Source: an optimization exercise on an open RTL-to-GDS flow (aim: small area and a short achievable clock period). Production flows keep margins and buffers that such runs may drop.
The RTL was checked by simulation tests, not by an equivalence proof against the original design.
The clock port is modelled as an ideal driver, which makes a skipped or thinned clock tree look cheaper than it is; a real chip needs a root buffer or a tree.
Power figures rest on the tool's default switching activity, not on a simulated workload.

Design SPI_Wrapper, start of the top module:
module SPI_Wrapper (
    input  wire CLK,
    input  wire rst_n,
    input  wire SS_n,
    input  wire MOSI,
    output wire MISO
);
Size: roughly 5 I/O pins, ~0.050 sq mm of cells after synthesis.
export LEC_CHECK = 0
export CAP_MARGIN = 40
export CORE_MARGIN = 2
export CORE_UTILIZATION = 40
export CTS_BUF_LIST = sky130_fd_sc_hd__clkbuf_8
export CTS_CLUSTER_DIAMETER = 60
export CTS_CLUSTER_SIZE = 20
export SETUP_SLACK_MARGIN = 0.4
export SLEW_MARGIN = 40
create_clock -name core_clock -period 4.0 [get_ports {CLK}]
run.sh (not shown) runs the stock make flow with config.mk's settings and CLKGATE_MAP_FILE= SYNTH_SCRIPT=/design/flow/synth_recipe.tcl, a recipe that flattens the netlist after the stock synthesis.
Change:
Settings changed: CTS_BUF_LIST sky130_fd_sc_hd__clkbuf_8 to unset, CTS_CLUSTER_DIAMETER 60 to unset, CTS_CLUSTER_SIZE 20 to unset, SETUP_SLACK_MARGIN 0.4 to 2.0.
Effect: Cell count rose by 6.4%. Power rose by 30%. Via count rose by 8.4%. Sequential share of layout area fell by 8.8 points. Routed wire length rose by 17%.
Change:
Settings changed: CTS_BUF_LIST set to sky130_fd_sc_hd__clkbuf_16, CTS_CLUSTER_DIAMETER set to 80, CTS_CLUSTER_SIZE set to 30, SETUP_SLACK_MARGIN 2.0 to 0.4.
After rerunning:
- The changed run completed with no timing, DRC or antenna violations
- clock-buffer cell count shrinks by 179
- setup slack got worse by 930 ps
- via count shrinks by 8.6%
- critical path depth shrinks by 2
- final area shrinks by 11%
Change:
Settings changed: SETUP_SLACK_MARGIN 0.4 to 2.0.
Outcome: The new run finished clean. Worst hold slack gains 16 ps. Non-clock buffer count came out higher by 87. Power is about the same.
Change:
Settings changed: CTS_BUF_LIST sky130_fd_sc_hd__clkbuf_16 to unset, CTS_CLUSTER_DIAMETER 80 to unset, CTS_CLUSTER_SIZE 30 to unset, SETUP_SLACK_MARGIN 2.0 to 0.4.
What happened: The changed run produced a clean layout. Die area does not change. Cell count increases by 3.1%. Clock-buffer cell count increases by 182. Register-to-register slack degrades by 920 ps. Clock power increases by 87%.

========
Setup of alpha:
Another version of the RTL of SPI_Wrapper (not shown whole).
For scale: roughly 3400 cells after synthesis, about 2200 flip-flops, roughly 5 I/O pins.
==> flow/config.mk <==
export PLATFORM = sky130hd
export DESIGN_NAME = SPI_Wrapper
export DESIGN_NICKNAME = SPI_Wrapper
export VERILOG_FILES = /design/flow/design.v
export SDC_FILE = /design/flow/constraint.sdc
export NUM_CORES = 4
export LEC_CHECK = 0
export ABC_AREA = 1
export CAP_MARGIN = 40
export CORE_MARGIN = 2
export CORE_UTILIZATION = 65
export PLACE_DENSITY = 0.75
export SETUP_SLACK_MARGIN = 2.2
export SLEW_MARGIN = 40
==> flow/constraint.sdc <==
create_clock -name core_clock -period 4.0 [get_ports {CLK}]
set_input_delay 0.8000 -clock core_clock [delete_from_list [all_inputs] [get_ports {CLK}]]
set_output_delay 0.8000 -clock core_clock [all_outputs]
set_load 0.01 [all_outputs]
standard.sh (not shown) runs the stock make flow with config.mk's settings and CLKGATE_MAP_FILE= SYNTH_SCRIPT=/design/flow/synth_recipe.tcl, a recipe that flattens the netlist after the stock synthesis.
==> flow/flow/run.sh <==
#!/bin/bash
# The standard layout, with the clock tree built by flow/cts_hook.tcl.
set -euo pipefail
W=$(pwd)
bash standard.sh PRE_CTS_TCL="$W/flow/cts_hook.tcl" finish > "$W/orfs_make.log" 2>&1
==> flow/flow/cts_hook.tcl <==
# Runs before ORFS's CTS step: builds a two-level clock tree (the clock port
# drives 4 clkbuf_16, each driving a quarter of the leaf buffers, each leaf
# driving a compact cluster of flip-flops), then stands in for
# clock_tree_synthesis so the rest of cts.tcl (legalisation, repair) runs as usual.
source [file join [file dirname [info script]] mytree.tcl]
set ::mytree_leafn 30
set ::mytree_nmid 4
set ::mytree_leaf_cell sky130_fd_sc_hd__clkbuf_16
mytree_build
proc clock_tree_synthesis {args} {
  puts "clock_tree_synthesis: tree built by cts_hook.tcl"
  set_propagated_clock [all_clocks]
}
Other scripts of this flow, unchanged in this note and not shown: flow/flow/mytree.tcl
Per the final summary, alpha finished and its layout is clean on timing, DRC and antenna.
Edits applied to the flow inputs when going from alpha to beta:
- changing CORE_UTILIZATION from 65 to 40
- removing PLACE_DENSITY (formerly 0.75)
- changing SETUP_SLACK_MARGIN from 2.2 to 2.6
- removing ABC_AREA (formerly 1)
### Flow results
Compared with alpha, beta shows via-per-instance ratio that has gone down by more than 10%. As far as part of the total power dissipated in combinational logic is concerned, alpha and beta perform about the same. beta ends up with a synthesized cell count that is 307 lower than in alpha. Higher setup slack after layout was reported by alpha, not beta. Compare alpha and beta | final design instance area without fill lower: alpha. beta against alpha: final routed wirelength across all metal layers went down by 2.5%, total internal power was more or less identical, post-route minimum period went up by 0.028 ns, total leakage power went up by 1.7 nW. Compared alpha against beta; area taken by flip-flops and latches within noise. Against alpha, beta comes in 0.93 points lower on area share of and/or/nand/nor cells after synthesis.
diff inputs: beta => gamma
- CORE_UTILIZATION changed from 40 to 65
- PLACE_DENSITY newly set to 0.75
- ABC_AREA newly set to 1
- SETUP_SLACK_MARGIN changed from 2.6 to 2.2
-- flow/flow/cts_hook.tcl --
<<< beta, line 5
source [file join [file dirname [info script]] mytree.tcl]
set ::mytree_leafn 30
set ::mytree_nmid 4
set ::mytree_leaf_cell sky130_fd_sc_hd__clkbuf_16
mytree_build
>>> gamma, line 5
source [file join [file dirname [info script]] mytree.tcl]
set ::mytree_leafn 16
set ::mytree_nmid 4
set ::mytree_leaf_cell sky130_fd_sc_hd__clkbuf_8
mytree_build
- gamma: all stages complete, timing, DRC and antenna checks passed
- Per the comparison of gamma with beta, antenna diode instance count -1, total length of routed wires has increased.
- Clock skew, gamma and beta: larger value in gamma
- Compared gamma vs beta, and portion of netlist area occupied by mux cells is down in gamma.
[inputs] delta vs gamma
- a change of SETUP_SLACK_MARGIN from 2.2 to 2.3
- a deleted ABC_AREA that had been 1
- a deleted PLACE_DENSITY that had been 0.75
- a change of CORE_UTILIZATION from 65 to 40
-- flow/flow/cts_hook.tcl --
<<< gamma, line 5
source [file join [file dirname [info script]] mytree.tcl]
set ::mytree_leafn 16
set ::mytree_nmid 4
set ::mytree_leaf_cell sky130_fd_sc_hd__clkbuf_8
mytree_build
>>> delta, line 5
source [file join [file dirname [info script]] mytree.tcl]
set ::mytree_leafn 30
set ::mytree_nmid 4
set ::mytree_leaf_cell sky130_fd_sc_hd__clkbuf_16
mytree_build
--- outcome ---
- Taking gamma over delta, the horizontal die dimension ratio works out to 0.78.
- Of delta and gamma, the lower post-cts resize count belongs to gamma.
- delta — post-layout instance area about 2.7% higher, gamma as reference
- Average wire length per cell after detail routing delta for delta relative to gamma: about 10% lower
- On non-clock inverter count in the final layout, the higher figure sits with gamma, not delta.
In every run of this note, the design's own scripts or RTL, not TritonCTS, make the clock network.

## afterwards: timing with drivers on the ports
In the flow no input, the clock included, has a driving cell. The finished layouts below were timed again as built, in two steps. Step 1 sets driving cells, clkbuf_16 on the clock port and buf_2 on the other inputs (assumed; they add their load-dependent delay and slew). Step 2, shift: input delay + t, output delay - t, t = (earliest + latest rising clock arrival at the registers) / 2. This alone moves slack from input paths to output paths. a / b / c = ideal ports / drivers / drivers and shift; a / b = the first two.
run	t, ns	slack for setup (ns)	worst setup path after step 2	worst data-port slew with drivers (ns)
the first run of note 1	0.869	0.972 / 0.972 / 0.972	register to register	0.03
the second run of note 1	0.835	1.914 / 1.844 / 1.914	register to register	0.03
the third run of note 1	0.756	0.981 / 0.981 / 0.981	register to register	0.03
the fourth run of note 1	0.746	1.904 / 1.904 / 1.904	register to register	0.03
the fifth run of note 1	0.818	0.980 / 0.980 / 0.980	register to register	0.03
alpha	0.651	2.134 / 1.990 / 2.197	register to register	0.03
beta	0.661	2.106 / 1.960 / 2.223	input to register	0.10
gamma	0.680	2.096 / 1.955 / 2.243	register to register	0.03
delta	0.665	2.150 / 2.000 / 1.999	input to register	0.03
After both steps every run listed still meets setup and hold. For delta, which loses most, drivers alone change the setup slack by -0.150 ns; drivers and shift together by -0.151 ns.
